Background: an optimization exercise with open tools, aiming at small area and a short achievable clock period. Do not read the settings as production practice. No run shown here included a check of the RTL's function; only the layout flow was run.

==> flow/design.v, too long to show whole: its modules and the start of the top module <==
// module iir: 1098 lines
module iir(
    input clk,
    input rst_n,
    input [31:0] x,
    output reg [31:0] y
    );
  // ...
==> flow/flow/run.sh <==
#!/bin/bash
# Layout flow: the standard ORFS flow (standard.sh), with two changes:
#  1. the combinational logic of the standard synthesis is replaced by the
#     gate-level netlist that gen2.py writes from the same description as
#     rtl/iir.v (same registers, same names and cell types; checked by
#     swap_netlist.py, and the standard netlist is kept if they differ);
#  2. the port buffers are buf_2 cells instead of the default.
set -euo pipefail
export BUFFER_PORTS_ARGS="-buffer_cell sky130_fd_sc_hd__buf_2"
R=orfs/results/sky130hd/iir/base
bash standard.sh synth > standard_synth.log 2>&1
python3 flow/gen2.py --ytree pre --fay xor --fap mix --polmode 1 --net custom_netlist.v > gen2.log 2>&1
if python3 flow/swap_netlist.py $R/1_2_yosys.v custom_netlist.v > swap_netlist.log 2>&1; then
  cp $R/1_2_yosys.v standard_1_2_yosys.v
  cp custom_netlist.v $R/1_2_yosys.v
  touch $R/1_2_yosys.v
  rm -f $R/1_synth.odb $R/1_synth.sdc
fi
bash standard.sh finish > standard_finish.log 2>&1
==> flow/flow/swap_netlist.py <==
#!/usr/bin/env python3
"""Check that a hand-built netlist keeps the standard synthesis's registers
(same instance names and cell types) and ports; exit 1 if not.
usage: swap_netlist.py STANDARD.v CUSTOM.v"""
import re, sys

def info(path):
    t = open(path).read()
    ffs = {}
    for cell, name in re.findall(r'\b(sky130_fd_sc_hd__df\w+)\s+(\\\S+|\S+)\s*\(', t):
        ffs[name.lstrip('\\')] = cell
    m = re.search(r'module\s+iir\s*\((.*?)\);', t, re.S)
    ports = sorted(p.strip() for p in m.group(1).split(','))
    decl = sorted(re.findall(r'^\s*(input|output)\s+(\[[^\]]*\])?\s*(\w+);', t, re.M))
    return ffs, ports, decl

a = info(sys.argv[1])
b = info(sys.argv[2])
ok = True
if a[0] != b[0]:
    ok = False
    print('registers differ:')
    for k in sorted(set(a[0]) | set(b[0])):
        if a[0].get(k) != b[0].get(k):
            print('  ', k, a[0].get(k), b[0].get(k))
if a[1] != b[1] or a[2] != b[2]:
    ok = False
    print('ports differ:', a[1:], b[1:])
print('registers:', len(a[0]), 'match' if ok else 'MISMATCH')
sys.exit(0 if ok else 1)
==> flow/standard.sh <==
#!/bin/bash
# synth_recipe.tcl (not shown) runs the flow's synth.tcl, then flattens the netlist and writes it again
# the make line also repeats each setting of config.mk as NAME=value (left out here)
make -C /OpenROAD-flow-scripts/flow DESIGN_CONFIG=/design/flow/config.mk WORK_HOME=/design/flow/orfs CLKGATE_MAP_FILE= SYNTH_SCRIPT=/design/flow/synth_recipe.tcl "${@:-finish}"
==> flow/config.mk <==
export PLATFORM = sky130hd
export DESIGN_NAME = iir
export DESIGN_NICKNAME = iir
export VERILOG_FILES = /design/flow/design.v
export SDC_FILE = /design/flow/constraint.sdc
export NUM_CORES = 4
export LEC_CHECK = 0
export CAP_MARGIN = 20
export CORE_MARGIN = 2
export CORE_UTILIZATION = 70
export CTS_BUF_LIST = sky130_fd_sc_hd__clkbuf_4 sky130_fd_sc_hd__clkbuf_8
export SETUP_SLACK_MARGIN = 4
export SLEW_MARGIN = 20
==> flow/constraint.sdc <==
create_clock -name core_clock -period 7.5 [get_ports {clk}]
set_input_delay 1.5000 -clock core_clock [delete_from_list [all_inputs] [get_ports {clk}]]
set_output_delay 1.5000 -clock core_clock [all_outputs]
set_load 0.01 [all_outputs]
Not shown: flow/flow/gen2.py
==> qor.txt, run 1 <==
routed length on met1 -> 9528 um
clock buf count -> 11
total CTS buffers -> 9
Worst-path clk slew -> 90 ps
met1 Use GR -> 38.06%
non-filler cells, final -> 1452
antenna violations before repair -> 0
fmax -> 278.2 MHz
largest net degree at the start of global routing -> 51
Seq cells -> 95
ANT cells -> 0
die footprint -> 13630 um^2
Post CTS Setup Buffer Count -> 27
Regs by FF count -> p x32, y x32, x1 x31
period utilisation layout -> 47.93%
final wirelength -> 24320 um
area of the multi-input gates -> 6636 um^2
# Max-Cap Violations -> 0
synth warn -> 1
hold_ws -> 381.8 ps
final net count -> 1338
sequential share of cell area -> 22.07%
Mapped Area -> 8896 um^2
Hold Path Class -> flop to flop
H-tree levels -> 3
Post-DP HPWL -> 15500 um
outcome -> complete, no violations
FF-to-FF setup slack -> 3900 ps
==> inputs of run 2 (changes only) <==
==> flow/design.v (replaced) <==
module iir(
    input clk,
    input rst_n,
    input [31:0] x,
    output reg [31:0] y
    );
reg [31:0] x1, p;
wire inv1 = ~y[0];
wire inv2 = ~y[1];
wire inv3 = ~y[2];
wire inv4 = ~y[3];
wire inv5 = ~y[4];
wire inv6 = ~y[5];
wire inv7 = ~y[6];
wire inv8 = ~y[7];
wire inv9 = ~y[8];
wire inv10 = ~y[9];
wire inv11 = ~y[10];
wire inv12 = ~y[11];
wire inv13 = ~y[12];
wire inv14 = ~y[13];
wire inv15 = ~y[14];
wire inv16 = ~y[15];
wire inv17 = ~y[16];
wire inv18 = ~y[17];
wire inv19 = ~y[18];
wire inv20 = ~y[19];
wire inv21 = ~y[20];
wire inv22 = ~y[21];
wire inv23 = ~y[22];
wire inv24 = ~y[23];
wire inv25 = ~y[24];
wire inv26 = ~y[25];
wire inv27 = ~y[26];
wire inv28 = ~y[27];
wire inv29 = ~y[28];
wire inv30 = ~y[29];
wire gn31 = ~(p[2] & inv1);
wire tn32 = ~(p[2] | inv1);
wire pp33 = p[2] ^ inv1;
wire gn34 = ~(p[3] & inv2);
wire tn35 = ~(p[3] | inv2);
wire pp36 = p[3] ^ inv2;
wire gn37 = ~(p[4] & inv3);
wire tn38 = ~(p[4] | inv3);
wire pp39 = p[4] ^ inv3;
wire gn40 = ~(p[5] & inv4);
wire tn41 = ~(p[5] | inv4);
wire pp42 = p[5] ^ inv4;
wire gn43 = ~(p[6] & inv5);
wire tn44 = ~(p[6] | inv5);
wire pp45 = p[6] ^ inv5;
wire gn46 = ~(p[7] & inv6);
wire tn47 = ~(p[7] | inv6);
wire pp48 = p[7] ^ inv6;
wire gn49 = ~(p[8] & inv7);
wire tn50 = ~(p[8] | inv7);
wire pp51 = p[8] ^ inv7;
wire gn52 = ~(p[9] & inv8);
wire tn53 = ~(p[9] | inv8);
wire pp54 = p[9] ^ inv8;
wire gn55 = ~(p[10] & inv9);
wire tn56 = ~(p[10] | inv9);
wire pp57 = p[10] ^ inv9;
wire gn58 = ~(p[11] & inv10);
wire tn59 = ~(p[11] | inv10);
wire pp60 = p[11] ^ inv10;
wire gn61 = ~(p[12] & inv11);
wire tn62 = ~(p[12] | inv11);
wire pp63 = p[12] ^ inv11;
wire gn64 = ~(p[13] & inv12);
wire tn65 = ~(p[13] | inv12);
wire pp66 = p[13] ^ inv12;
wire gn67 = ~(p[14] & inv13);
wire tn68 = ~(p[14] | inv13);
wire pp69 = p[14] ^ inv13;
wire gn70 = ~(p[15] & inv14);
wire tn71 = ~(p[15] | inv14);
wire pp72 = p[15] ^ inv14;
wire gn73 = ~(p[16] & inv15);
wire tn74 = ~(p[16] | inv15);
wire pp75 = p[16] ^ inv15;
wire gn76 = ~(p[17] & inv16);
wire tn77 = ~(p[17] | inv16);
wire pp78 = p[17] ^ inv16;
wire gn79 = ~(p[18] & inv17);
wire tn80 = ~(p[18] | inv17);
wire pp81 = p[18] ^ inv17;
wire gn82 = ~(p[19] & inv18);
wire tn83 = ~(p[19] | inv18);
wire pp84 = p[19] ^ inv18;
wire gn85 = ~(p[20] & inv19);
wire tn86 = ~(p[20] | inv19);
wire pp87 = p[20] ^ inv19;
wire gn88 = ~(p[21] & inv20);
wire tn89 = ~(p[21] | inv20);
wire pp90 = p[21] ^ inv20;
wire gn91 = ~(p[22] & inv21);
wire tn92 = ~(p[22] | inv21);
wire pp93 = p[22] ^ inv21;
wire gn94 = ~(p[23] & inv22);
wire tn95 = ~(p[23] | inv22);
wire pp96 = p[23] ^ inv22;
wire gn97 = ~(p[24] & inv23);
wire tn98 = ~(p[24] | inv23);
wire pp99 = p[24] ^ inv23;
wire gn100 = ~(p[25] & inv24);
wire tn101 = ~(p[25] | inv24);
wire pp102 = p[25] ^ inv24;
wire gn103 = ~(p[26] & inv25);
wire tn104 = ~(p[26] | inv25);
wire pp105 = p[26] ^ inv25;
wire gn106 = ~(p[27] & inv26);
wire tn107 = ~(p[27] | inv26);
wire pp108 = p[27] ^ inv26;
wire gn109 = ~(p[28] & inv27);
wire tn110 = ~(p[28] | inv27);
wire pp111 = p[28] ^ inv27;
wire gn112 = ~(p[29] & inv28);
wire tn113 = ~(p[29] | inv28);
wire pp114 = p[29] ^ inv28;
wire gn115 = ~(p[30] & inv29);
wire tn116 = ~(p[30] | inv29);
wire pp117 = p[30] ^ inv29;
wire gn118 = ~(p[31] & inv30);
wire tn119 = ~(p[31] | inv30);
wire pp120 = p[31] ^ inv30;
wire pa121 = ~(tn35 | tn32);
wire pg122 = ~((tn35 | gn31) & gn34);
wire pa123 = ~(tn41 | tn38);
wire pg124 = ~((tn41 | gn37) & gn40);
wire pa125 = ~(tn47 | tn44);
wire pg126 = ~((tn47 | gn43) & gn46);
wire pa127 = ~(tn53 | tn50);
wire pg128 = ~((tn53 | gn49) & gn52);
wire pa129 = ~(tn59 | tn56);
wire pg130 = ~((tn59 | gn55) & gn58);
wire pa131 = ~(tn65 | tn62);
wire pg132 = ~((tn65 | gn61) & gn64);
wire pa133 = ~(tn71 | tn68);
wire pg134 = ~((tn71 | gn67) & gn70);
wire pa135 = ~(tn77 | tn74);
wire pg136 = ~((tn77 | gn73) & gn76);
wire pa137 = ~(tn83 | tn80);
wire pg138 = ~((tn83 | gn79) & gn82);
wire pa139 = ~(tn89 | tn86);
wire pg140 = ~((tn89 | gn85) & gn88);
wire pa141 = ~(tn95 | tn92);
wire pg142 = ~((tn95 | gn91) & gn94);
wire pa143 = ~(tn101 | tn98);
wire pg144 = ~((tn101 | gn97) & gn100);
wire pa145 = ~(tn107 | tn104);
wire pg146 = ~((tn107 | gn103) & gn106);
wire pa147 = ~(tn113 | tn110);
wire pg148 = ~((tn113 | gn109) & gn112);
wire po149 = ~(gn31 & tn32);
wire po150 = ~(pg122 | pa121);
wire inv151 = ~pa123;
wire pa152 = ~(tn44 | inv151);
wire inv153 = ~pg124;
wire pg154 = ~((tn44 | inv153) & gn43);
wire pa155 = ~(pa125 & pa123);
wire pg156 = ~((pa125 & pg124) | pg126);
wire inv157 = ~pa127;
wire pa158 = ~(tn56 | inv157);
wire inv159 = ~pg128;
wire pg160 = ~((tn56 | inv159) & gn55);
wire pa161 = ~(pa129 & pa127);
wire pg162 = ~((pa129 & pg128) | pg130);
wire inv163 = ~pa131;
wire pa164 = ~(tn68 | inv163);
wire inv165 = ~pg132;
wire pg166 = ~((tn68 | inv165) & gn67);
wire pa167 = ~(pa133 & pa131);
wire pg168 = ~((pa133 & pg132) | pg134);
wire inv169 = ~pa135;
wire pa170 = ~(tn80 | inv169);
wire inv171 = ~pg136;
wire pg172 = ~((tn80 | inv171) & gn79);
wire pa173 = ~(pa137 & pa135);
wire pg174 = ~((pa137 & pg136) | pg138);
wire inv175 = ~pa139;
wire pa176 = ~(tn92 | inv175);
wire inv177 = ~pg140;
wire pg178 = ~((tn92 | inv177) & gn91);
wire pa179 = ~(pa141 & pa139);
wire pg180 = ~((pa141 & pg140) | pg142);
wire inv181 = ~pa143;
wire pa182 = ~(tn104 | inv181);
wire inv183 = ~pg144;
wire pg184 = ~((tn104 | inv183) & gn103);
wire pa185 = ~(pa145 & pa143);
wire pg186 = ~((pa145 & pg144) | pg146);
wire inv187 = ~pa147;
wire pa188 = ~(tn116 | inv187);
wire inv189 = ~pg148;
wire pg190 = ~((tn116 | inv189) & gn115);
wire pg191 = ~((tn38 | po150) & gn37);
wire pg192 = ~((inv151 | po150) & inv153);
wire inv193 = ~po150;
wire pg194 = ~((pa152 & inv193) | pg154);
wire pg195 = ~((pa155 | po150) & pg156);
wire pa196 = ~(tn62 | pa161);
wire pg197 = ~((tn62 | pg162) & gn61);
wire pa198 = ~(inv163 | pa161);
wire pg199 = ~((inv163 | pg162) & inv165);
wire inv200 = ~pa161;
wire pa201 = ~(pa164 & inv200);
wire inv202 = ~pg162;
wire pg203 = ~((pa164 & inv202) | pg166);
wire pa204 = ~(pa167 | pa161);
wire pg205 = ~((pa167 | pg162) & pg168);
wire pa206 = ~(tn86 | pa173);
wire pg207 = ~((tn86 | pg174) & gn85);
wire pa208 = ~(inv175 | pa173);
wire pg209 = ~((inv175 | pg174) & inv177);
wire inv210 = ~pa173;
wire pa211 = ~(pa176 & inv210);
wire inv212 = ~pg174;
wire pg213 = ~((pa176 & inv212) | pg178);
wire pa214 = ~(pa179 | pa173);
wire pg215 = ~((pa179 | pg174) & pg180);
wire pa216 = ~(tn110 | pa185);
wire pg217 = ~((tn110 | pg186) & gn109);
wire pa218 = ~(inv187 | pa185);
wire pg219 = ~((inv187 | pg186) & inv189);
wire inv220 = ~pa185;
wire pa221 = ~(pa188 & inv220);
wire inv222 = ~pg186;
wire pg223 = ~((pa188 & inv222) | pg190);
wire inv224 = ~pg195;
wire pg225 = ~((tn50 | inv224) & gn49);
wire pg226 = ~((pa127 & pg195) | pg128);
wire pg227 = ~((pa158 & pg195) | pg160);
wire pg228 = ~((inv200 & pg195) | inv202);
wire pg229 = ~((pa196 & pg195) | pg197);
wire pg230 = ~((pa198 & pg195) | pg199);
wire pg231 = ~((pa201 | inv224) & pg203);
wire pg232 = ~((pa204 & pg195) | pg205);
wire inv233 = ~pa214;
wire pa234 = ~(tn98 | inv233);
wire inv235 = ~pg215;
wire pg236 = ~((tn98 | inv235) & gn97);
wire pa237 = ~(pa143 & pa214);
wire pg238 = ~((pa143 & pg215) | pg144);
wire pa239 = ~(pa182 & pa214);
wire pg240 = ~((pa182 & pg215) | pg184);
wire pa241 = ~(inv220 & pa214);
wire pg242 = ~((inv220 & pg215) | inv222);
wire pa243 = ~(pa216 & pa214);
wire pg244 = ~((pa216 & pg215) | pg217);
wire pa245 = ~(pa218 & pa214);
wire pg246 = ~((pa218 & pg215) | pg219);
wire pa247 = ~(pa221 | inv233);
wire pg248 = ~((pa221 | inv235) & pg223);
wire pg249 = ~((tn74 | pg232) & gn73);
wire pg250 = ~((inv169 | pg232) & inv171);
wire inv251 = ~pg232;
wire pg252 = ~((pa170 & inv251) | pg172);
wire pg253 = ~((pa173 | pg232) & pg174);
wire pg254 = ~((pa206 & inv251) | pg207);
wire pg255 = ~((pa208 & inv251) | pg209);
wire pg256 = ~((pa211 | pg232) & pg213);
wire pg257 = ~((inv233 | pg232) & inv235);
wire pg258 = ~((pa234 & inv251) | pg236);
wire pg259 = ~((pa237 | pg232) & pg238);
wire pg260 = ~((pa239 | pg232) & pg240);
wire pg261 = ~((pa241 | pg232) & pg242);
wire pg262 = ~((pa243 | pg232) & pg244);
wire pg263 = ~((pa245 | pg232) & pg246);
wire pg264 = ~((pa247 & inv251) | pg248);
wire inv265 = ~pp33;
wire xo266 = pp36 ^ po149;
wire sn267 = ~(pp39 ^ po150);
wire xo268 = pp42 ^ pg191;
wire xo269 = pp45 ^ pg192;
wire sn270 = ~(pp48 ^ pg194);
wire xo271 = pp51 ^ pg195;
wire xo272 = pp54 ^ pg225;
wire sn273 = ~(pp57 ^ pg226);
wire sn274 = ~(pp60 ^ pg227);
wire sn275 = ~(pp63 ^ pg228);
wire sn276 = ~(pp66 ^ pg229);
wire sn277 = ~(pp69 ^ pg230);
wire xo278 = pp72 ^ pg231;
wire sn279 = ~(pp75 ^ pg232);
wire xo280 = pp78 ^ pg249;
wire xo281 = pp81 ^ pg250;
wire sn282 = ~(pp84 ^ pg252);
wire xo283 = pp87 ^ pg253;
wire sn284 = ~(pp90 ^ pg254);
wire sn285 = ~(pp93 ^ pg255);
wire xo286 = pp96 ^ pg256;
wire xo287 = pp99 ^ pg257;
wire sn288 = ~(pp102 ^ pg258);
wire xo289 = pp105 ^ pg259;
wire xo290 = pp108 ^ pg260;
wire xo291 = pp111 ^ pg261;
wire xo292 = pp114 ^ pg262;
wire xo293 = pp117 ^ pg263;
wire sn294 = ~(pp120 ^ pg264);
wire fa295 = inv265 ^ x[0] ^ x[1];
wire fa296 = (inv265 & x[0]) | (inv265 & x[1]) | (x[0] & x[1]);
wire fa297 = xo266 ^ x[1] ^ x[2];
wire fa298 = (xo266 & x[1]) | (xo266 & x[2]) | (x[1] & x[2]);
wire fa299 = sn267 ^ x[2] ^ x[3];
wire fa300 = (sn267 & x[2]) | (sn267 & x[3]) | (x[2] & x[3]);
wire fa301 = xo268 ^ x[3] ^ x[4];
wire fa302 = (xo268 & x[3]) | (xo268 & x[4]) | (x[3] & x[4]);
wire fa303 = xo269 ^ x[4] ^ x[5];
wire fa304 = (xo269 & x[4]) | (xo269 & x[5]) | (x[4] & x[5]);
wire fa305 = sn270 ^ x[5] ^ x[6];
wire fa306 = (sn270 & x[5]) | (sn270 & x[6]) | (x[5] & x[6]);
wire fa307 = xo271 ^ x[6] ^ x[7];
wire fa308 = (xo271 & x[6]) | (xo271 & x[7]) | (x[6] & x[7]);
wire fa309 = xo272 ^ x[7] ^ x[8];
wire fa310 = (xo272 & x[7]) | (xo272 & x[8]) | (x[7] & x[8]);
wire fa311 = sn273 ^ x[8] ^ x[9];
wire fa312 = (sn273 & x[8]) | (sn273 & x[9]) | (x[8] & x[9]);
wire fa313 = sn274 ^ x[9] ^ x[10];
wire fa314 = (sn274 & x[9]) | (sn274 & x[10]) | (x[9] & x[10]);
wire fa315 = sn275 ^ x[10] ^ x[11];
wire fa316 = (sn275 & x[10]) | (sn275 & x[11]) | (x[10] & x[11]);
wire fa317 = sn276 ^ x[11] ^ x[12];
wire fa318 = (sn276 & x[11]) | (sn276 & x[12]) | (x[11] & x[12]);
wire fa319 = sn277 ^ x[12] ^ x[13];
wire fa320 = (sn277 & x[12]) | (sn277 & x[13]) | (x[12] & x[13]);
wire fa321 = xo278 ^ x[13] ^ x[14];
wire fa322 = (xo278 & x[13]) | (xo278 & x[14]) | (x[13] & x[14]);
wire fa323 = sn279 ^ x[14] ^ x[15];
wire fa324 = (sn279 & x[14]) | (sn279 & x[15]) | (x[14] & x[15]);
wire fa325 = xo280 ^ x[15] ^ x[16];
wire fa326 = (xo280 & x[15]) | (xo280 & x[16]) | (x[15] & x[16]);
wire fa327 = xo281 ^ x[16] ^ x[17];
wire fa328 = (xo281 & x[16]) | (xo281 & x[17]) | (x[16] & x[17]);
wire fa329 = sn282 ^ x[17] ^ x[18];
wire fa330 = (sn282 & x[17]) | (sn282 & x[18]) | (x[17] & x[18]);
wire fa331 = xo283 ^ x[18] ^ x[19];
wire fa332 = (xo283 & x[18]) | (xo283 & x[19]) | (x[18] & x[19]);
wire fa333 = sn284 ^ x[19] ^ x[20];
wire fa334 = (sn284 & x[19]) | (sn284 & x[20]) | (x[19] & x[20]);
wire fa335 = sn285 ^ x[20] ^ x[21];
wire fa336 = (sn285 & x[20]) | (sn285 & x[21]) | (x[20] & x[21]);
wire fa337 = xo286 ^ x[21] ^ x[22];
wire fa338 = (xo286 & x[21]) | (xo286 & x[22]) | (x[21] & x[22]);
wire fa339 = xo287 ^ x[22] ^ x[23];
wire fa340 = (xo287 & x[22]) | (xo287 & x[23]) | (x[22] & x[23]);
wire fa341 = sn288 ^ x[23] ^ x[24];
wire fa342 = (sn288 & x[23]) | (sn288 & x[24]) | (x[23] & x[24]);
wire fa343 = xo289 ^ x[24] ^ x[25];
wire fa344 = (xo289 & x[24]) | (xo289 & x[25]) | (x[24] & x[25]);
wire fa345 = xo290 ^ x[25] ^ x[26];
wire fa346 = (xo290 & x[25]) | (xo290 & x[26]) | (x[25] & x[26]);
wire fa347 = xo291 ^ x[26] ^ x[27];
wire fa348 = (xo291 & x[26]) | (xo291 & x[27]) | (x[26] & x[27]);
wire fa349 = xo292 ^ x[27] ^ x[28];
wire fa350 = (xo292 & x[27]) | (xo292 & x[28]) | (x[27] & x[28]);
wire fa351 = xo293 ^ x[28] ^ x[29];
wire fa352 = (xo293 & x[28]) | (xo293 & x[29]) | (x[28] & x[29]);
wire fa353 = sn294 ^ x[29] ^ x[30];
wire fa354 = (sn294 & x[29]) | (sn294 & x[30]) | (x[29] & x[30]);
wire fa355 = x1[0] ^ y[1] ^ x[1];
wire fa356 = (x1[0] & y[1]) | (x1[0] & x[1]) | (y[1] & x[1]);
wire xn357 = ~(x1[1] ^ y[2]);
wire or358 = x1[1] | y[2];
wire fa359 = x1[2] ^ y[3] ^ inv2;
wire fa360 = (x1[2] & y[3]) | (x1[2] & inv2) | (y[3] & inv2);
wire fa361 = x1[3] ^ y[4] ^ inv3;
wire fa362 = (x1[3] & y[4]) | (x1[3] & inv3) | (y[4] & inv3);
wire fa363 = x1[4] ^ y[5] ^ inv4;
wire fa364 = (x1[4] & y[5]) | (x1[4] & inv4) | (y[5] & inv4);
wire fa365 = x1[5] ^ y[6] ^ inv5;
wire fa366 = (x1[5] & y[6]) | (x1[5] & inv5) | (y[6] & inv5);
wire fa367 = x1[6] ^ y[7] ^ inv6;
wire fa368 = (x1[6] & y[7]) | (x1[6] & inv6) | (y[7] & inv6);
wire fa369 = x1[7] ^ y[8] ^ inv7;
wire fa370 = (x1[7] & y[8]) | (x1[7] & inv7) | (y[8] & inv7);
wire fa371 = x1[8] ^ y[9] ^ inv8;
wire fa372 = (x1[8] & y[9]) | (x1[8] & inv8) | (y[9] & inv8);
wire fa373 = x1[9] ^ y[10] ^ inv9;
wire fa374 = (x1[9] & y[10]) | (x1[9] & inv9) | (y[10] & inv9);
wire fa375 = x1[10] ^ y[11] ^ inv10;
wire fa376 = (x1[10] & y[11]) | (x1[10] & inv10) | (y[11] & inv10);
wire fa377 = x1[11] ^ y[12] ^ inv11;
wire fa378 = (x1[11] & y[12]) | (x1[11] & inv11) | (y[12] & inv11);
wire fa379 = x1[12] ^ y[13] ^ inv12;
wire fa380 = (x1[12] & y[13]) | (x1[12] & inv12) | (y[13] & inv12);
wire fa381 = x1[13] ^ y[14] ^ inv13;
wire fa382 = (x1[13] & y[14]) | (x1[13] & inv13) | (y[14] & inv13);
wire fa383 = x1[14] ^ y[15] ^ inv14;
wire fa384 = (x1[14] & y[15]) | (x1[14] & inv14) | (y[15] & inv14);
wire fa385 = x1[15] ^ y[16] ^ inv15;
wire fa386 = (x1[15] & y[16]) | (x1[15] & inv15) | (y[16] & inv15);
wire fa387 = x1[16] ^ y[17] ^ inv16;
wire fa388 = (x1[16] & y[17]) | (x1[16] & inv16) | (y[17] & inv16);
wire fa389 = x1[17] ^ y[18] ^ inv17;
wire fa390 = (x1[17] & y[18]) | (x1[17] & inv17) | (y[18] & inv17);
wire fa391 = x1[18] ^ y[19] ^ inv18;
wire fa392 = (x1[18] & y[19]) | (x1[18] & inv18) | (y[19] & inv18);
wire fa393 = x1[19] ^ y[20] ^ inv19;
wire fa394 = (x1[19] & y[20]) | (x1[19] & inv19) | (y[20] & inv19);
wire fa395 = x1[20] ^ y[21] ^ inv20;
wire fa396 = (x1[20] & y[21]) | (x1[20] & inv20) | (y[21] & inv20);
wire fa397 = x1[21] ^ y[22] ^ inv21;
wire fa398 = (x1[21] & y[22]) | (x1[21] & inv21) | (y[22] & inv21);
wire fa399 = x1[22] ^ y[23] ^ inv22;
wire fa400 = (x1[22] & y[23]) | (x1[22] & inv22) | (y[23] & inv22);
wire fa401 = x1[23] ^ y[24] ^ inv23;
wire fa402 = (x1[23] & y[24]) | (x1[23] & inv23) | (y[24] & inv23);
wire fa403 = x1[24] ^ y[25] ^ inv24;
wire fa404 = (x1[24] & y[25]) | (x1[24] & inv24) | (y[25] & inv24);
wire fa405 = x1[25] ^ y[26] ^ inv25;
wire fa406 = (x1[25] & y[26]) | (x1[25] & inv25) | (y[26] & inv25);
wire fa407 = x1[26] ^ y[27] ^ inv26;
wire fa408 = (x1[26] & y[27]) | (x1[26] & inv26) | (y[27] & inv26);
wire fa409 = x1[27] ^ y[28] ^ inv27;
wire fa410 = (x1[27] & y[28]) | (x1[27] & inv27) | (y[28] & inv27);
wire fa411 = x1[28] ^ y[29] ^ inv28;
wire fa412 = (x1[28] & y[29]) | (x1[28] & inv28) | (y[29] & inv28);
wire fa413 = x1[29] ^ y[30] ^ inv29;
wire fa414 = (x1[29] & y[30]) | (x1[29] & inv29) | (y[30] & inv29);
wire fa415 = x1[30] ^ y[31] ^ inv30;
wire fa416 = (x1[30] & y[31]) | (x1[30] & inv30) | (y[31] & inv30);
wire fa417 = inv1 ^ xn357 ^ x[2];
wire fa418 = (inv1 & xn357) | (inv1 & x[2]) | (xn357 & x[2]);
wire fa419 = or358 ^ fa359 ^ x[3];
wire fa420 = (or358 & fa359) | (or358 & x[3]) | (fa359 & x[3]);
wire fa421 = fa360 ^ fa361 ^ x[4];
wire fa422 = (fa360 & fa361) | (fa360 & x[4]) | (fa361 & x[4]);
wire fa423 = fa362 ^ fa363 ^ x[5];
wire fa424 = (fa362 & fa363) | (fa362 & x[5]) | (fa363 & x[5]);
wire fa425 = fa364 ^ fa365 ^ x[6];
wire fa426 = (fa364 & fa365) | (fa364 & x[6]) | (fa365 & x[6]);
wire fa427 = fa366 ^ fa367 ^ x[7];
wire fa428 = (fa366 & fa367) | (fa366 & x[7]) | (fa367 & x[7]);
wire fa429 = fa368 ^ fa369 ^ x[8];
wire fa430 = (fa368 & fa369) | (fa368 & x[8]) | (fa369 & x[8]);
wire fa431 = fa370 ^ fa371 ^ x[9];
wire fa432 = (fa370 & fa371) | (fa370 & x[9]) | (fa371 & x[9]);
wire fa433 = fa372 ^ fa373 ^ x[10];
wire fa434 = (fa372 & fa373) | (fa372 & x[10]) | (fa373 & x[10]);
wire fa435 = fa374 ^ fa375 ^ x[11];
wire fa436 = (fa374 & fa375) | (fa374 & x[11]) | (fa375 & x[11]);
wire fa437 = fa376 ^ fa377 ^ x[12];
wire fa438 = (fa376 & fa377) | (fa376 & x[12]) | (fa377 & x[12]);
wire fa439 = fa378 ^ fa379 ^ x[13];
wire fa440 = (fa378 & fa379) | (fa378 & x[13]) | (fa379 & x[13]);
wire fa441 = fa380 ^ fa381 ^ x[14];
wire fa442 = (fa380 & fa381) | (fa380 & x[14]) | (fa381 & x[14]);
wire fa443 = fa382 ^ fa383 ^ x[15];
wire fa444 = (fa382 & fa383) | (fa382 & x[15]) | (fa383 & x[15]);
wire fa445 = fa384 ^ fa385 ^ x[16];
wire fa446 = (fa384 & fa385) | (fa384 & x[16]) | (fa385 & x[16]);
wire fa447 = fa386 ^ fa387 ^ x[17];
wire fa448 = (fa386 & fa387) | (fa386 & x[17]) | (fa387 & x[17]);
wire fa449 = fa388 ^ fa389 ^ x[18];
wire fa450 = (fa388 & fa389) | (fa388 & x[18]) | (fa389 & x[18]);
wire fa451 = fa390 ^ fa391 ^ x[19];
wire fa452 = (fa390 & fa391) | (fa390 & x[19]) | (fa391 & x[19]);
wire fa453 = fa392 ^ fa393 ^ x[20];
wire fa454 = (fa392 & fa393) | (fa392 & x[20]) | (fa393 & x[20]);
wire fa455 = fa394 ^ fa395 ^ x[21];
wire fa456 = (fa394 & fa395) | (fa394 & x[21]) | (fa395 & x[21]);
wire fa457 = fa396 ^ fa397 ^ x[22];
wire fa458 = (fa396 & fa397) | (fa396 & x[22]) | (fa397 & x[22]);
wire fa459 = fa398 ^ fa399 ^ x[23];
wire fa460 = (fa398 & fa399) | (fa398 & x[23]) | (fa399 & x[23]);
wire fa461 = fa400 ^ fa401 ^ x[24];
wire fa462 = (fa400 & fa401) | (fa400 & x[24]) | (fa401 & x[24]);
wire fa463 = fa402 ^ fa403 ^ x[25];
wire fa464 = (fa402 & fa403) | (fa402 & x[25]) | (fa403 & x[25]);
wire fa465 = fa404 ^ fa405 ^ x[26];
wire fa466 = (fa404 & fa405) | (fa404 & x[26]) | (fa405 & x[26]);
wire fa467 = fa406 ^ fa407 ^ x[27];
wire fa468 = (fa406 & fa407) | (fa406 & x[27]) | (fa407 & x[27]);
wire fa469 = fa408 ^ fa409 ^ x[28];
wire fa470 = (fa408 & fa409) | (fa408 & x[28]) | (fa409 & x[28]);
wire fa471 = fa410 ^ fa411 ^ x[29];
wire fa472 = (fa410 & fa411) | (fa410 & x[29]) | (fa411 & x[29]);
wire fa473 = fa412 ^ fa413 ^ x[30];
wire fa474 = (fa412 & fa413) | (fa412 & x[30]) | (fa413 & x[30]);
wire fa475 = fa414 ^ fa415 ^ x[31];
wire fa476 = (fa414 & fa415) | (fa414 & x[31]) | (fa415 & x[31]);
wire gn477 = ~(p[1] & x[0]);
wire tn478 = ~(p[1] | x[0]);
wire pp479 = p[1] ^ x[0];
wire gn480 = ~(fa296 & fa297);
wire tn481 = ~(fa296 | fa297);
wire pp482 = fa296 ^ fa297;
wire gn483 = ~(fa298 & fa299);
wire tn484 = ~(fa298 | fa299);
wire pp485 = fa298 ^ fa299;
wire gn486 = ~(fa300 & fa301);
wire tn487 = ~(fa300 | fa301);
wire pp488 = fa300 ^ fa301;
wire gn489 = ~(fa302 & fa303);
wire tn490 = ~(fa302 | fa303);
wire pp491 = fa302 ^ fa303;
wire gn492 = ~(fa304 & fa305);
wire tn493 = ~(fa304 | fa305);
wire pp494 = fa304 ^ fa305;
wire gn495 = ~(fa306 & fa307);
wire tn496 = ~(fa306 | fa307);
wire pp497 = fa306 ^ fa307;
wire gn498 = ~(fa308 & fa309);
wire tn499 = ~(fa308 | fa309);
wire pp500 = fa308 ^ fa309;
wire gn501 = ~(fa310 & fa311);
wire tn502 = ~(fa310 | fa311);
wire pp503 = fa310 ^ fa311;
wire gn504 = ~(fa312 & fa313);
wire tn505 = ~(fa312 | fa313);
wire pp506 = fa312 ^ fa313;
wire gn507 = ~(fa314 & fa315);
wire tn508 = ~(fa314 | fa315);
wire pp509 = fa314 ^ fa315;
wire gn510 = ~(fa316 & fa317);
wire tn511 = ~(fa316 | fa317);
wire pp512 = fa316 ^ fa317;
wire gn513 = ~(fa318 & fa319);
wire tn514 = ~(fa318 | fa319);
wire pp515 = fa318 ^ fa319;
wire gn516 = ~(fa320 & fa321);
wire tn517 = ~(fa320 | fa321);
wire pp518 = fa320 ^ fa321;
wire gn519 = ~(fa322 & fa323);
wire tn520 = ~(fa322 | fa323);
wire pp521 = fa322 ^ fa323;
wire gn522 = ~(fa324 & fa325);
wire tn523 = ~(fa324 | fa325);
wire pp524 = fa324 ^ fa325;
wire gn525 = ~(fa326 & fa327);
wire tn526 = ~(fa326 | fa327);
wire pp527 = fa326 ^ fa327;
wire gn528 = ~(fa328 & fa329);
wire tn529 = ~(fa328 | fa329);
wire pp530 = fa328 ^ fa329;
wire gn531 = ~(fa330 & fa331);
wire tn532 = ~(fa330 | fa331);
wire pp533 = fa330 ^ fa331;
wire gn534 = ~(fa332 & fa333);
wire tn535 = ~(fa332 | fa333);
wire pp536 = fa332 ^ fa333;
wire gn537 = ~(fa334 & fa335);
wire tn538 = ~(fa334 | fa335);
wire pp539 = fa334 ^ fa335;
wire gn540 = ~(fa336 & fa337);
wire tn541 = ~(fa336 | fa337);
wire pp542 = fa336 ^ fa337;
wire gn543 = ~(fa338 & fa339);
wire tn544 = ~(fa338 | fa339);
wire pp545 = fa338 ^ fa339;
wire gn546 = ~(fa340 & fa341);
wire tn547 = ~(fa340 | fa341);
wire pp548 = fa340 ^ fa341;
wire gn549 = ~(fa342 & fa343);
wire tn550 = ~(fa342 | fa343);
wire pp551 = fa342 ^ fa343;
wire gn552 = ~(fa344 & fa345);
wire tn553 = ~(fa344 | fa345);
wire pp554 = fa344 ^ fa345;
wire gn555 = ~(fa346 & fa347);
wire tn556 = ~(fa346 | fa347);
wire pp557 = fa346 ^ fa347;
wire gn558 = ~(fa348 & fa349);
wire tn559 = ~(fa348 | fa349);
wire pp560 = fa348 ^ fa349;
wire gn561 = ~(fa350 & fa351);
wire tn562 = ~(fa350 | fa351);
wire pp563 = fa350 ^ fa351;
wire gn564 = ~(fa352 & fa353);
wire tn565 = ~(fa352 | fa353);
wire pp566 = fa352 ^ fa353;
wire inv567 = ~fa295;
wire pa568 = ~(tn481 | inv567);
wire pa569 = ~(tn487 | tn484);
wire pg570 = ~((tn487 | gn483) & gn486);
wire pa571 = ~(tn493 | tn490);
wire pg572 = ~((tn493 | gn489) & gn492);
wire pa573 = ~(tn499 | tn496);
wire pg574 = ~((tn499 | gn495) & gn498);
wire pa575 = ~(tn505 | tn502);
wire pg576 = ~((tn505 | gn501) & gn504);
wire pa577 = ~(tn511 | tn508);
wire pg578 = ~((tn511 | gn507) & gn510);
wire pa579 = ~(tn517 | tn514);
wire pg580 = ~((tn517 | gn513) & gn516);
wire pa581 = ~(tn523 | tn520);
wire pg582 = ~((tn523 | gn519) & gn522);
wire pa583 = ~(tn529 | tn526);
wire pg584 = ~((tn529 | gn525) & gn528);
wire pa585 = ~(tn535 | tn532);
wire pg586 = ~((tn535 | gn531) & gn534);
wire pa587 = ~(tn541 | tn538);
wire pg588 = ~((tn541 | gn537) & gn540);
wire pa589 = ~(tn547 | tn544);
wire pg590 = ~((tn547 | gn543) & gn546);
wire pa591 = ~(tn553 | tn550);
wire pg592 = ~((tn553 | gn549) & gn552);
wire pa593 = ~(tn559 | tn556);
wire pg594 = ~((tn559 | gn555) & gn558);
wire pa595 = ~(inv567 | gn477);
wire inv596 = ~pa568;
wire pg597 = ~((inv596 | gn477) & gn480);
wire inv598 = ~pa569;
wire pa599 = ~(tn490 | inv598);
wire inv600 = ~pg570;
wire pg601 = ~((tn490 | inv600) & gn489);
wire pa602 = ~(pa571 & pa569);
wire pg603 = ~((pa571 & pg570) | pg572);
wire inv604 = ~pa573;
wire pa605 = ~(tn502 | inv604);
wire inv606 = ~pg574;
wire pg607 = ~((tn502 | inv606) & gn501);
wire pa608 = ~(pa575 & pa573);
wire pg609 = ~((pa575 & pg574) | pg576);
wire inv610 = ~pa577;
wire pa611 = ~(tn514 | inv610);
wire inv612 = ~pg578;
wire pg613 = ~((tn514 | inv612) & gn513);
wire pa614 = ~(pa579 & pa577);
wire pg615 = ~((pa579 & pg578) | pg580);
wire inv616 = ~pa581;
wire pa617 = ~(tn526 | inv616);
wire inv618 = ~pg582;
wire pg619 = ~((tn526 | inv618) & gn525);
wire pa620 = ~(pa583 & pa581);
wire pg621 = ~((pa583 & pg582) | pg584);
wire inv622 = ~pa585;
wire pa623 = ~(tn538 | inv622);
wire inv624 = ~pg586;
wire pg625 = ~((tn538 | inv624) & gn537);
wire pa626 = ~(pa587 & pa585);
wire pg627 = ~((pa587 & pg586) | pg588);
wire inv628 = ~pa589;
wire pa629 = ~(tn550 | inv628);
wire inv630 = ~pg590;
wire pg631 = ~((tn550 | inv630) & gn549);
wire pa632 = ~(pa591 & pa589);
wire pg633 = ~((pa591 & pg590) | pg592);
wire inv634 = ~pa593;
wire pa635 = ~(tn562 | inv634);
wire inv636 = ~pg594;
wire pg637 = ~((tn562 | inv636) & gn561);
wire inv638 = ~pg597;
wire pg639 = ~((tn484 | inv638) & gn483);
wire pg640 = ~((pa569 & pg597) | pg570);
wire pg641 = ~((pa599 & pg597) | pg601);
wire pg642 = ~((pa602 | inv638) & pg603);
wire pa643 = ~(tn508 | pa608);
wire pg644 = ~((tn508 | pg609) & gn507);
wire pa645 = ~(inv610 | pa608);
wire pg646 = ~((inv610 | pg609) & inv612);
wire inv647 = ~pa608;
wire pa648 = ~(pa611 & inv647);
wire inv649 = ~pg609;
wire pg650 = ~((pa611 & inv649) | pg613);
wire pa651 = ~(pa614 | pa608);
wire pg652 = ~((pa614 | pg609) & pg615);
wire pa653 = ~(tn532 | pa620);
wire pg654 = ~((tn532 | pg621) & gn531);
wire pa655 = ~(inv622 | pa620);
wire pg656 = ~((inv622 | pg621) & inv624);
wire inv657 = ~pa620;
wire pa658 = ~(pa623 & inv657);
wire inv659 = ~pg621;
wire pg660 = ~((pa623 & inv659) | pg625);
wire pa661 = ~(pa626 | pa620);
wire pg662 = ~((pa626 | pg621) & pg627);
wire pa663 = ~(tn556 | pa632);
wire pg664 = ~((tn556 | pg633) & gn555);
wire pa665 = ~(inv634 | pa632);
wire pg666 = ~((inv634 | pg633) & inv636);
wire inv667 = ~pa632;
wire pa668 = ~(pa635 & inv667);
wire inv669 = ~pg633;
wire pg670 = ~((pa635 & inv669) | pg637);
wire inv671 = ~pg642;
wire pg672 = ~((tn496 | inv671) & gn495);
wire pg673 = ~((pa573 & pg642) | pg574);
wire pg674 = ~((pa605 & pg642) | pg607);
wire pg675 = ~((inv647 & pg642) | inv649);
wire pg676 = ~((pa643 & pg642) | pg644);
wire pg677 = ~((pa645 & pg642) | pg646);
wire pg678 = ~((pa648 | inv671) & pg650);
wire pg679 = ~((pa651 & pg642) | pg652);
wire inv680 = ~pa661;
wire pa681 = ~(tn544 | inv680);
wire inv682 = ~pg662;
wire pg683 = ~((tn544 | inv682) & gn543);
wire pa684 = ~(pa589 & pa661);
wire pg685 = ~((pa589 & pg662) | pg590);
wire pa686 = ~(pa629 & pa661);
wire pg687 = ~((pa629 & pg662) | pg631);
wire pa688 = ~(inv667 & pa661);
wire pg689 = ~((inv667 & pg662) | inv669);
wire pa690 = ~(pa663 & pa661);
wire pg691 = ~((pa663 & pg662) | pg664);
wire pa692 = ~(pa665 & pa661);
wire pg693 = ~((pa665 & pg662) | pg666);
wire pa694 = ~(pa668 | inv680);
wire pg695 = ~((pa668 | inv682) & pg670);
wire pg696 = ~((tn520 | pg679) & gn519);
wire pg697 = ~((inv616 | pg679) & inv618);
wire inv698 = ~pg679;
wire pg699 = ~((pa617 & inv698) | pg619);
wire pg700 = ~((pa620 | pg679) & pg621);
wire pg701 = ~((pa653 & inv698) | pg654);
wire pg702 = ~((pa655 & inv698) | pg656);
wire pg703 = ~((pa658 | pg679) & pg660);
wire pg704 = ~((inv680 | pg679) & inv682);
wire pg705 = ~((pa681 & inv698) | pg683);
wire pg706 = ~((pa684 | pg679) & pg685);
wire pg707 = ~((pa686 | pg679) & pg687);
wire pg708 = ~((pa688 | pg679) & pg689);
wire pg709 = ~((pa690 | pg679) & pg691);
wire pg710 = ~((pa692 | pg679) & pg693);
wire pg711 = ~((pa694 & inv698) | pg695);
wire sn712 = ~(fa295 ^ gn477);
wire xo713 = pp482 ^ pa595;
wire xo714 = pp485 ^ pg597;
wire xo715 = pp488 ^ pg639;
wire sn716 = ~(pp491 ^ pg640);
wire sn717 = ~(pp494 ^ pg641);
wire xo718 = pp497 ^ pg642;
wire xo719 = pp500 ^ pg672;
wire sn720 = ~(pp503 ^ pg673);
wire sn721 = ~(pp506 ^ pg674);
wire sn722 = ~(pp509 ^ pg675);
wire sn723 = ~(pp512 ^ pg676);
wire sn724 = ~(pp515 ^ pg677);
wire xo725 = pp518 ^ pg678;
wire sn726 = ~(pp521 ^ pg679);
wire xo727 = pp524 ^ pg696;
wire xo728 = pp527 ^ pg697;
wire sn729 = ~(pp530 ^ pg699);
wire xo730 = pp533 ^ pg700;
wire sn731 = ~(pp536 ^ pg701);
wire sn732 = ~(pp539 ^ pg702);
wire xo733 = pp542 ^ pg703;
wire xo734 = pp545 ^ pg704;
wire sn735 = ~(pp548 ^ pg705);
wire xo736 = pp551 ^ pg706;
wire xo737 = pp554 ^ pg707;
wire xo738 = pp557 ^ pg708;
wire xo739 = pp560 ^ pg709;
wire xo740 = pp563 ^ pg710;
wire sn741 = ~(pp566 ^ pg711);
wire gn742 = ~(y[0] & x[0]);
wire tn743 = ~(y[0] | x[0]);
wire pp744 = y[0] ^ x[0];
wire gn745 = ~(fa417 & fa356);
wire tn746 = ~(fa417 | fa356);
wire pp747 = fa417 ^ fa356;
wire gn748 = ~(fa418 & fa419);
wire tn749 = ~(fa418 | fa419);
wire pp750 = fa418 ^ fa419;
wire gn751 = ~(fa420 & fa421);
wire tn752 = ~(fa420 | fa421);
wire pp753 = fa420 ^ fa421;
wire gn754 = ~(fa422 & fa423);
wire tn755 = ~(fa422 | fa423);
wire pp756 = fa422 ^ fa423;
wire gn757 = ~(fa424 & fa425);
wire tn758 = ~(fa424 | fa425);
wire pp759 = fa424 ^ fa425;
wire gn760 = ~(fa426 & fa427);
wire tn761 = ~(fa426 | fa427);
wire pp762 = fa426 ^ fa427;
wire gn763 = ~(fa428 & fa429);
wire tn764 = ~(fa428 | fa429);
wire pp765 = fa428 ^ fa429;
wire gn766 = ~(fa430 & fa431);
wire tn767 = ~(fa430 | fa431);
wire pp768 = fa430 ^ fa431;
wire gn769 = ~(fa432 & fa433);
wire tn770 = ~(fa432 | fa433);
wire pp771 = fa432 ^ fa433;
wire gn772 = ~(fa434 & fa435);
wire tn773 = ~(fa434 | fa435);
wire pp774 = fa434 ^ fa435;
wire gn775 = ~(fa436 & fa437);
wire tn776 = ~(fa436 | fa437);
wire pp777 = fa436 ^ fa437;
wire gn778 = ~(fa438 & fa439);
wire tn779 = ~(fa438 | fa439);
wire pp780 = fa438 ^ fa439;
wire gn781 = ~(fa440 & fa441);
wire tn782 = ~(fa440 | fa441);
wire pp783 = fa440 ^ fa441;
wire gn784 = ~(fa442 & fa443);
wire tn785 = ~(fa442 | fa443);
wire pp786 = fa442 ^ fa443;
wire gn787 = ~(fa444 & fa445);
wire tn788 = ~(fa444 | fa445);
wire pp789 = fa444 ^ fa445;
wire gn790 = ~(fa446 & fa447);
wire tn791 = ~(fa446 | fa447);
wire pp792 = fa446 ^ fa447;
wire gn793 = ~(fa448 & fa449);
wire tn794 = ~(fa448 | fa449);
wire pp795 = fa448 ^ fa449;
wire gn796 = ~(fa450 & fa451);
wire tn797 = ~(fa450 | fa451);
wire pp798 = fa450 ^ fa451;
wire gn799 = ~(fa452 & fa453);
wire tn800 = ~(fa452 | fa453);
wire pp801 = fa452 ^ fa453;
wire gn802 = ~(fa454 & fa455);
wire tn803 = ~(fa454 | fa455);
wire pp804 = fa454 ^ fa455;
wire gn805 = ~(fa456 & fa457);
wire tn806 = ~(fa456 | fa457);
wire pp807 = fa456 ^ fa457;
wire gn808 = ~(fa458 & fa459);
wire tn809 = ~(fa458 | fa459);
wire pp810 = fa458 ^ fa459;
wire gn811 = ~(fa460 & fa461);
wire tn812 = ~(fa460 | fa461);
wire pp813 = fa460 ^ fa461;
wire gn814 = ~(fa462 & fa463);
wire tn815 = ~(fa462 | fa463);
wire pp816 = fa462 ^ fa463;
wire gn817 = ~(fa464 & fa465);
wire tn818 = ~(fa464 | fa465);
wire pp819 = fa464 ^ fa465;
wire gn820 = ~(fa466 & fa467);
wire tn821 = ~(fa466 | fa467);
wire pp822 = fa466 ^ fa467;
wire gn823 = ~(fa468 & fa469);
wire tn824 = ~(fa468 | fa469);
wire pp825 = fa468 ^ fa469;
wire gn826 = ~(fa470 & fa471);
wire tn827 = ~(fa470 | fa471);
wire pp828 = fa470 ^ fa471;
wire gn829 = ~(fa472 & fa473);
wire tn830 = ~(fa472 | fa473);
wire pp831 = fa472 ^ fa473;
wire gn832 = ~(fa474 & fa475);
wire tn833 = ~(fa474 | fa475);
wire pp834 = fa474 ^ fa475;
wire inv835 = ~gn742;
wire pa836 = ~(fa355 & inv835);
wire pa837 = ~(tn749 | tn746);
wire pg838 = ~((tn749 | gn745) & gn748);
wire pa839 = ~(tn755 | tn752);
wire pg840 = ~((tn755 | gn751) & gn754);
wire pa841 = ~(tn761 | tn758);
wire pg842 = ~((tn761 | gn757) & gn760);
wire pa843 = ~(tn767 | tn764);
wire pg844 = ~((tn767 | gn763) & gn766);
wire pa845 = ~(tn773 | tn770);
wire pg846 = ~((tn773 | gn769) & gn772);
wire pa847 = ~(tn779 | tn776);
wire pg848 = ~((tn779 | gn775) & gn778);
wire pa849 = ~(tn785 | tn782);
wire pg850 = ~((tn785 | gn781) & gn784);
wire pa851 = ~(tn791 | tn788);
wire pg852 = ~((tn791 | gn787) & gn790);
wire pa853 = ~(tn797 | tn794);
wire pg854 = ~((tn797 | gn793) & gn796);
wire pa855 = ~(tn803 | tn800);
wire pg856 = ~((tn803 | gn799) & gn802);
wire pa857 = ~(tn809 | tn806);
wire pg858 = ~((tn809 | gn805) & gn808);
wire pa859 = ~(tn815 | tn812);
wire pg860 = ~((tn815 | gn811) & gn814);
wire pa861 = ~(tn821 | tn818);
wire pg862 = ~((tn821 | gn817) & gn820);
wire pa863 = ~(tn827 | tn824);
wire pg864 = ~((tn827 | gn823) & gn826);
wire pg865 = ~((tn746 | pa836) & gn745);
wire inv866 = ~pa836;
wire pg867 = ~((pa837 & inv866) | pg838);
wire inv868 = ~pa839;
wire pa869 = ~(tn758 | inv868);
wire inv870 = ~pg840;
wire pg871 = ~((tn758 | inv870) & gn757);
wire pa872 = ~(pa841 & pa839);
wire pg873 = ~((pa841 & pg840) | pg842);
wire inv874 = ~pa843;
wire pa875 = ~(tn770 | inv874);
wire inv876 = ~pg844;
wire pg877 = ~((tn770 | inv876) & gn769);
wire pa878 = ~(pa845 & pa843);
wire pg879 = ~((pa845 & pg844) | pg846);
wire inv880 = ~pa847;
wire pa881 = ~(tn782 | inv880);
wire inv882 = ~pg848;
wire pg883 = ~((tn782 | inv882) & gn781);
wire pa884 = ~(pa849 & pa847);
wire pg885 = ~((pa849 & pg848) | pg850);
wire inv886 = ~pa851;
wire pa887 = ~(tn794 | inv886);
wire inv888 = ~pg852;
wire pg889 = ~((tn794 | inv888) & gn793);
wire pa890 = ~(pa853 & pa851);
wire pg891 = ~((pa853 & pg852) | pg854);
wire inv892 = ~pa855;
wire pa893 = ~(tn806 | inv892);
wire inv894 = ~pg856;
wire pg895 = ~((tn806 | inv894) & gn805);
wire pa896 = ~(pa857 & pa855);
wire pg897 = ~((pa857 & pg856) | pg858);
wire inv898 = ~pa859;
wire pa899 = ~(tn818 | inv898);
wire inv900 = ~pg860;
wire pg901 = ~((tn818 | inv900) & gn817);
wire pa902 = ~(pa861 & pa859);
wire pg903 = ~((pa861 & pg860) | pg862);
wire inv904 = ~pa863;
wire pa905 = ~(tn830 | inv904);
wire inv906 = ~pg864;
wire pg907 = ~((tn830 | inv906) & gn829);
wire pg908 = ~((tn752 | pg867) & gn751);
wire pg909 = ~((inv868 | pg867) & inv870);
wire inv910 = ~pg867;
wire pg911 = ~((pa869 & inv910) | pg871);
wire pg912 = ~((pa872 | pg867) & pg873);
wire pa913 = ~(tn776 | pa878);
wire pg914 = ~((tn776 | pg879) & gn775);
wire pa915 = ~(inv880 | pa878);
wire pg916 = ~((inv880 | pg879) & inv882);
wire inv917 = ~pa878;
wire pa918 = ~(pa881 & inv917);
wire inv919 = ~pg879;
wire pg920 = ~((pa881 & inv919) | pg883);
wire pa921 = ~(pa884 | pa878);
wire pg922 = ~((pa884 | pg879) & pg885);
wire pa923 = ~(tn800 | pa890);
wire pg924 = ~((tn800 | pg891) & gn799);
wire pa925 = ~(inv892 | pa890);
wire pg926 = ~((inv892 | pg891) & inv894);
wire inv927 = ~pa890;
wire pa928 = ~(pa893 & inv927);
wire inv929 = ~pg891;
wire pg930 = ~((pa893 & inv929) | pg895);
wire pa931 = ~(pa896 | pa890);
wire pg932 = ~((pa896 | pg891) & pg897);
wire pa933 = ~(tn824 | pa902);
wire pg934 = ~((tn824 | pg903) & gn823);
wire pa935 = ~(inv904 | pa902);
wire pg936 = ~((inv904 | pg903) & inv906);
wire inv937 = ~pa902;
wire pa938 = ~(pa905 & inv937);
wire inv939 = ~pg903;
wire pg940 = ~((pa905 & inv939) | pg907);
wire inv941 = ~pg912;
wire pg942 = ~((tn764 | inv941) & gn763);
wire pg943 = ~((pa843 & pg912) | pg844);
wire pg944 = ~((pa875 & pg912) | pg877);
wire pg945 = ~((inv917 & pg912) | inv919);
wire pg946 = ~((pa913 & pg912) | pg914);
wire pg947 = ~((pa915 & pg912) | pg916);
wire pg948 = ~((pa918 | inv941) & pg920);
wire pg949 = ~((pa921 & pg912) | pg922);
wire inv950 = ~pa931;
wire pa951 = ~(tn812 | inv950);
wire inv952 = ~pg932;
wire pg953 = ~((tn812 | inv952) & gn811);
wire pa954 = ~(pa859 & pa931);
wire pg955 = ~((pa859 & pg932) | pg860);
wire pa956 = ~(pa899 & pa931);
wire pg957 = ~((pa899 & pg932) | pg901);
wire pa958 = ~(inv937 & pa931);
wire pg959 = ~((inv937 & pg932) | inv939);
wire pa960 = ~(pa933 & pa931);
wire pg961 = ~((pa933 & pg932) | pg934);
wire pa962 = ~(pa935 & pa931);
wire pg963 = ~((pa935 & pg932) | pg936);
wire pa964 = ~(pa938 | inv950);
wire pg965 = ~((pa938 | inv952) & pg940);
wire pg966 = ~((tn788 | pg949) & gn787);
wire pg967 = ~((inv886 | pg949) & inv888);
wire inv968 = ~pg949;
wire pg969 = ~((pa887 & inv968) | pg889);
wire pg970 = ~((pa890 | pg949) & pg891);
wire pg971 = ~((pa923 & inv968) | pg924);
wire pg972 = ~((pa925 & inv968) | pg926);
wire pg973 = ~((pa928 | pg949) & pg930);
wire pg974 = ~((inv950 | pg949) & inv952);
wire pg975 = ~((pa951 & inv968) | pg953);
wire pg976 = ~((pa954 | pg949) & pg955);
wire pg977 = ~((pa956 | pg949) & pg957);
wire pg978 = ~((pa958 | pg949) & pg959);
wire pg979 = ~((pa960 | pg949) & pg961);
wire pg980 = ~((pa962 | pg949) & pg963);
wire pg981 = ~((pa964 & inv968) | pg965);
wire sn982 = ~(fa355 ^ gn742);
wire sn983 = ~(pp747 ^ pa836);
wire xo984 = pp750 ^ pg865;
wire sn985 = ~(pp753 ^ pg867);
wire xo986 = pp756 ^ pg908;
wire xo987 = pp759 ^ pg909;
wire sn988 = ~(pp762 ^ pg911);
wire xo989 = pp765 ^ pg912;
wire xo990 = pp768 ^ pg942;
wire sn991 = ~(pp771 ^ pg943);
wire sn992 = ~(pp774 ^ pg944);
wire sn993 = ~(pp777 ^ pg945);
wire sn994 = ~(pp780 ^ pg946);
wire sn995 = ~(pp783 ^ pg947);
wire xo996 = pp786 ^ pg948;
wire sn997 = ~(pp789 ^ pg949);
wire xo998 = pp792 ^ pg966;
wire xo999 = pp795 ^ pg967;
wire sn1000 = ~(pp798 ^ pg969);
wire xo1001 = pp801 ^ pg970;
wire sn1002 = ~(pp804 ^ pg971);
wire sn1003 = ~(pp807 ^ pg972);
wire xo1004 = pp810 ^ pg973;
wire xo1005 = pp813 ^ pg974;
wire sn1006 = ~(pp816 ^ pg975);
wire xo1007 = pp819 ^ pg976;
wire xo1008 = pp822 ^ pg977;
wire xo1009 = pp825 ^ pg978;
wire xo1010 = pp828 ^ pg979;
wire xo1011 = pp831 ^ pg980;
wire sn1012 = ~(pp834 ^ pg981);
wire [31:0] y_next = {sn741, xo740, xo739, xo738, xo737, xo736, sn735, xo734, xo733, sn732, sn731, xo730, sn729, xo728, xo727, sn726, xo725, sn724, sn723, sn722, sn721, sn720, xo719, xo718, sn717, sn716, xo715, xo714, xo713, sn712, pp479, p[0]};
wire [31:0] p_next = {sn1012, xo1011, xo1010, xo1009, xo1008, xo1007, sn1006, xo1005, xo1004, sn1003, sn1002, xo1001, sn1000, xo999, xo998, sn997, xo996, sn995, sn994, sn993, sn992, sn991, xo990, xo989, sn988, xo987, xo986, sn985, xo984, sn983, sn982, pp744};
always @(posedge clk or negedge rst_n)
begin
    if (!rst_n)
    begin
        x1 <= 32'd0;
        p  <= 32'd0;
        y  <= 32'd0;
    end
    else
    begin
        x1 <= x;
        p  <= p_next;
        y  <= y_next;
    end
end
endmodule
==> flow/flow/run.sh (replaced) <==
#!/bin/bash
# Layout flow: the standard ORFS flow (standard.sh), with two changes:
#  1. the combinational logic of the standard synthesis is replaced by the
#     gate-level netlist that gen2.py writes from the same description as
#     rtl/iir.v (same registers, same names and cell types; checked by
#     swap_netlist.py, and the standard netlist is kept if they differ);
#  2. the port buffers are buf_2 cells instead of the default.
set -euo pipefail
export BUFFER_PORTS_ARGS="-buffer_cell sky130_fd_sc_hd__buf_2"
R=orfs/results/sky130hd/iir/base
bash standard.sh synth > standard_synth.log 2>&1
python3 flow/gen2.py --ytree pre --fay cell --fap cell --polmode 1 --net custom_netlist.v > gen2.log 2>&1
if python3 flow/swap_netlist.py $R/1_2_yosys.v custom_netlist.v > swap_netlist.log 2>&1; then
  cp $R/1_2_yosys.v standard_1_2_yosys.v
  cp custom_netlist.v $R/1_2_yosys.v
  touch $R/1_2_yosys.v
  rm -f $R/1_synth.odb $R/1_synth.sdc
fi
bash standard.sh finish > standard_finish.log 2>&1
==> qor.txt, run 2 <==
outcome -> complete, no violations
proportion of layout cells with a drive suffix above 1 -> 22.81%
Vias -> 7218
Crit Reg-Reg Startpoint -> y[0]$_DFF_PN0_
Buf+Inv Stages, Crit Path -> 2
clock buffer depth -> 2
root buf cell -> clkbuf_8
setup TNS -> 0 ps
slowest cell delay on critical path -> 630 ps
DR iter-0 viols -> 576
total CTS buffers -> 9 (unchanged)
Final Setup Violations -> 0
FF-to-FF setup slack -> 3840 ps (-70 ps)
critical path required time -> 7760 ps
io pins -> 66
Worst-path clk slew -> 90 ps (about the same)
Post-CTS Hold Buffers -> 0
fmax -> 273.1 MHz (-1.8%)
Regs by FF count -> p x32, y x32, x1 x31
CTS sink count -> 95
H-tree levels -> 3 (unchanged)
die height -> 113.9 um
Mapped Area -> 8458 um^2 (-4.9%)
logic depth of the worst path, buffers included -> 17
critical path's top delay family -> compound AO/OA/AOI/OAI gates
placed cells -> 1222
Total GRT Usage -> 30.66%
Pins Over Slew Limit -> 0
post-route ant nets -> 0
critical path class -> flop to flop
hold path cells -> 0
vias in the first global route -> 6694
Hold Path Class -> flop to flop
worst relative slew slack -> 54.34%
via/cell ratio -> 5.591
# rows -> 40
largest net degree at the start of global routing -> 54 (+5.9%)
Overflow after GRT -> 0
reg2reg path depth -> 17
Final Critical Period -> 3661 ps
TritonCTS clock tree -> done
Post-DP HPWL -> 14510 um (-6.4%)
final wirelength -> 21190 um (-13%)
syn nets -> 1133
Worst EP arrival -> 3920 ps
Port Buf Inserts -> 65
most common cell after layout, fill and taps aside -> xor2_1
non-filler cells, final -> 1291 (-11%)
Crit Path Max Fanout -> 6
unrepaired setup endpoints after global routing -> true
worst skew pair latency -> 380 ps
mean post-synth cell area -> 8.383 um^2
Final Util -> 84.90%
Clock Skew -> 9.600 ps
drc violations -> 0
ANT cells -> 0 (unchanged)
Synth Instances -> 1009
hold_ws -> 364.5 ps (-17.24 ps)
dpl cell area -> 9025 um^2
most used cells in the layout excluding fill and tap cells -> 135 x xor2_1, 134 x nor2_1, 126 x nand2_1
period utilisation layout -> 48.82% (+0.88 points)
Reg-to-Reg End -> y[31]$_DFF_PN0_
synth warn -> 1 (unchanged)
DR WL/cell -> 16.41 um
worst slack at placement -> 3348 ps
worst-margin pin slew -> 684.9 ps
CP Launch Type -> flop
final instance area -> 10110 um^2
Layout area overhead -> 19.56%
Initial Utilization -> 71.01%
crit path max-delay cell type -> fa_1
final net count -> 1263 (-5.6%)
Critical Path, Cell by Cell -> inv_2 -> nor2_1 -> nor2_2 -> nor2_4 -> o21ai_4 -> a21oi_4 -> o21ai_1 -> xor2_1 -> fa_1 -> nor2_2 -> o21ai_2 -> a21oi_2 -> o21ai_4 -> inv_1 -> o21ai_1 -> a21oi_2 -> xnor2_1
antenna violations before repair -> 0 (unchanged)
first-pass detailed-route iteration total -> 5
chip width -> 113.9 um
GPL Wtd Cong -> 0.8797
Hold Crit Start -> p[0]$_DFF_PN0_
Hold EP -> y[0]$_DFF_PN0_
Worst setup EP type -> flop
final worst slack -> 3839 ps
# Max-Cap Violations -> 0 (unchanged)
first-pass GRT wire length -> 30950 um
die footprint -> 12980 um^2 (-4.8%)
area of the core -> 11910 um^2
Final Hold Viols -> 0
-- run 2: cell type report --
cell class              instances  area, um^2
repair buffers                119       778.2
multi-input cells             804        6133
flip-flops and latches         95        2380
clock inverters                 6       85.08
clock buffers                  10       131.4
fillers                       691        1799
well taps                     147       183.9
inverters                     110       420.4
-- run 2: what timing repair did --
item / CTS / global route
gates resized for setup: 42 / 98
endpoints found under the setup margin: 22 / 34
cloned: 0 / 1
setup buffers: 19 / 33
pin swaps: 20 / 33
-- run 2: how the worst max path moves through the flow --
stage / start / slack, ps / end
6_report: y[0]$_DFF_PN0_ / 3840 / y[31]$_DFF_PN0_
4_1_cts: y[0]$_DFF_PN0_ / 3990 / y[19]$_DFF_PN0_
3_3_place_gp: y[0]$_DFF_PN0_ / 3390 / y[22]$_DFF_PN0_
3_5_place_dp: y[0]$_DFF_PN0_ / 3350 / y[19]$_DFF_PN0_
5_1_grt: y[0]$_DFF_PN0_ / 3720 / y[31]$_DFF_PN0_
2_1_floorplan: y[1]$_DFF_PN0_ / 4010 / y[25]$_DFF_PN0_
-- run 2: per-layer routing --
layer	share of wire, %	up-vias	global-route usage (%)
met5	0	-	0
met3	5.0	43	4.729
li1	-	3429	-
met1	42	3515	41.33
met2	51	231	51.94
met4	2.5	0	9.187

==> separate check: timing with driven ports <==
In the flow no input, the clock included, has a driving cell. The finished layouts below were timed again as built, in two steps. Step 1 sets driving cells, clkbuf_16 on the clock port and buf_2 on the other inputs (assumed; they add their load-dependent delay and slew). Step 2, shift: input delay + t, output delay - t, t = (earliest + latest rising clock arrival at the registers) / 2. This alone moves slack from input paths to output paths. a / b / c = no drivers / after step 1 / after step 2; a / b = the first two.
run	shift t [ns]	setup WS [ns]	worst setup path after step 2
run 1	0.428	3.905 / 3.905 / 3.683	input to register
run 2	0.413	3.839 / 3.839 / 3.634	input to register
After both steps setup and hold are still met in every run listed. For run 1, which loses most, drivers alone change the setup slack by 0.000 ns; drivers and shift together by -0.222 ns.
